From an optimization exercise on the open Yosys and OpenROAD flow, aimed at small area, a short achievable clock period and few clock cycles per item; shortcuts taken in it are not production practice. Only simulation tests tie the RTL to the original design; equivalence was not proved. Power is estimated from default activity; no workload was simulated.

Setup of run A:
==> flow/design.v (excerpt) <==
module mult (
    input clock, reset, start,
    input DATA rs1, rs2,
    input MULT_FUNC func,
    output DATA result,
    output done
);
    wire a_sign = rs1[31] & (func[1:0] != 2'd3);
    wire b_sign = rs2[31] & ~func[1];
    wire [33:0] aa = {a_sign, a_sign, rs1};
    wire s1;
    wire c2;
    wire s3;
    wire c4;
    wire s5;
    wire c6;
    wire s7;
    wire c8;
    wire s9;
    wire c10;
    wire s11;
    wire c12;
    wire s13;
    wire c14;
    wire s15;
    wire c16;
    wire s17;
    wire c18;
    wire s19;
    wire c20;
    wire s21;
    wire c22;
    wire s23;
    wire c24;
    wire s25;
    wire c26;
    wire s27;
    wire c28;
    wire s29;
    wire c30;
    wire s31;
    wire c32;
    wire s33;
    wire c34;
    wire s35;
    wire c36;
    wire s37;
    wire c38;
    wire s39;
    wire c40;
    wire s41;
    wire c42;
    wire s43;
    wire c44;
    wire s45;
    wire c46;
    wire s47;
    wire c48;
    wire s49;
    wire c50;
    wire s51;
    wire c52;
    wire s53;
    wire c54;
    wire s55;
    wire c56;
    wire s57;
    wire c58;
    wire s59;
    wire c60;
    wire s61;
    wire c62;
    wire s63;
    wire c64;
    wire s65;
    wire c66;
    wire s67;
    wire c68;
    wire s69;
    wire c70;
    wire s71;
    wire c72;
    wire s73;
    wire c74;
    wire s75;
    wire c76;
    wire s77;
    wire c78;
    wire s79;
    wire c80;
    wire s81;
    wire c82;
    wire s83;
    wire c84;
    wire s85;
    wire c86;
    wire s87;
    wire c88;
    wire s89;
    wire c90;
    wire s91;
    wire c92;
    wire s93;
    wire c94;
    wire s95;
    wire c96;
    wire s97;
    wire c98;
    wire s99;
    wire c100;
    wire s101;
    wire c102;
    wire s103;
    wire c104;
    wire s105;
    wire c106;
    wire s107;
    wire c108;
    wire s109;
    wire c110;
    wire s111;
    wire c112;
    wire s113;
    wire c114;
    wire s115;
    wire c116;
    wire s117;
    wire c118;
    wire s119;
    wire c120;
    wire s121;
    wire c122;
    wire s123;
    wire c124;
    wire s125;
    wire c126;
    wire s127;
  ...
export LEC_CHECK = 0
export ABC_AREA = 1
export CAP_MARGIN = 20
export CORE_MARGIN = 2
export CORE_UTILIZATION = 50
export PLACE_DENSITY = 0.6
export SETUP_SLACK_MARGIN = 4.0
export SLEW_MARGIN = 20
export SYNTH_HIERARCHICAL = 1
export TNS_END_PERCENT = 0
create_clock -name core_clock -period 9.0 [get_ports {clock}]
standard.sh (not shown) runs the stock make flow with config.mk's settings and CLKGATE_MAP_FILE= SYNTH_SCRIPT=/design/flow/synth_recipe.tcl, a recipe that flattens the netlist after the stock synthesis.
==> flow/flow/run.sh <==
#!/bin/bash
# The standard layout (the standard.sh: ORFS synthesis through finish), except
# that the port buffers buffer_ports inserts are plain buf_2 cells rather than the
# delay cells it picks by default. Make's full output goes to flow_make.log.
set -euo pipefail
bash standard.sh BUFFER_PORTS_ARGS="-buffer_cell sky130_fd_sc_hd__buf_2" finish > flow_make.log 2>&1
No stage failed in run A, and the final checks on the layout all came back clean.
Testbench counts of run A, summed over its fixed seeds: cycles 24,000, ops 24,000.
> inputs changed (run A -> run B)
- CTS_BUF_LIST newly set to sky130_fd_sc_hd__clkbuf_8
- CORE_UTILIZATION changed from 50 to 60
- PLACE_DENSITY changed from 0.6 to 0.7
==> comparison <==
Reported for run B and run A, total standard cell area after synthesis turned out identical to the last digit. Compared run B vs run A, and half-perimeter wire length after detailed placement is down in run B. Run B: no failed stages, no open violations at the end. Run B vs run A: wire length up slightly. Re final worst-path cycle share: run B and run A aren't equal, and the lower value belongs to run A. Looking at end of the critical path, the q1_32$_DFF_P_ result is from run A; the result[0] one comes from run B. | global-route usage | run B vs run A | 7.5 points higher |. Going from run A to run B, the placement-stage worst setup slack was found to have gone up by 0.23 ns. Compared with run A, run B supports a lower clock frequency. The critical path depth reported for run B is greater than that of run A by 3.
Relative to run B, the following input files were edited for run C:
- a deleted CTS_BUF_LIST that had been sky130_fd_sc_hd__clkbuf_8
==> comparison <==
- Between run B and run C, the difference in met2 wirelength from detailed routing is negligible.
- In run C relative to run B, global-route wire length before repair had gone up slightly.
- The share of power burned in combinational logic in run C was lower than what run B gave.
- Of the two candidates, run B has the better wire length and run C the worse one.
- Delta(worst path setup slack after routing, run C - run B) < 0
- Re via total after detailed routing: run C is about 0.8% up on run B.
- On internal power contribution, the higher figure sits with run B, not run C.
- From run B to run C the numbers moved as follows: final area climbed 220 µm²; share of power burned in the clock network rose by 1.4 points; routed wirelength normalized by instance count higher; depth of the critical timing path with buffers and inverters included went down 1.

separate check: timing with driven ports:
The results above use ideal ports. As a check the final layouts listed here were re-extracted and re-timed, cells and wires unchanged.
Step 1 assumes that a clkbuf_16 drives the clock port and a buf_2 every other input.
Step 2 also shifts input and output timing later by t, the mid clock arrival at the registers, as if the neighbouring blocks saw the same clock.
Three values: no drivers, after step 1, after step 2; two values: the first two.
run	shift t [ns]	setup WS [ns]	worst setup path after step 2	cell pins on the clock port's net
run A	0.558	3.897 / 3.841 / 3.358	input to register	1
run B	0.583	3.810 / 3.752 / 3.268	input to register	1
run C	0.526	3.799 / 3.738 / 3.365	input to register	1
After both steps every run listed still meets setup and hold. For run B, which loses most, drivers alone change the setup slack by -0.058 ns; drivers and shift together by -0.542 ns.
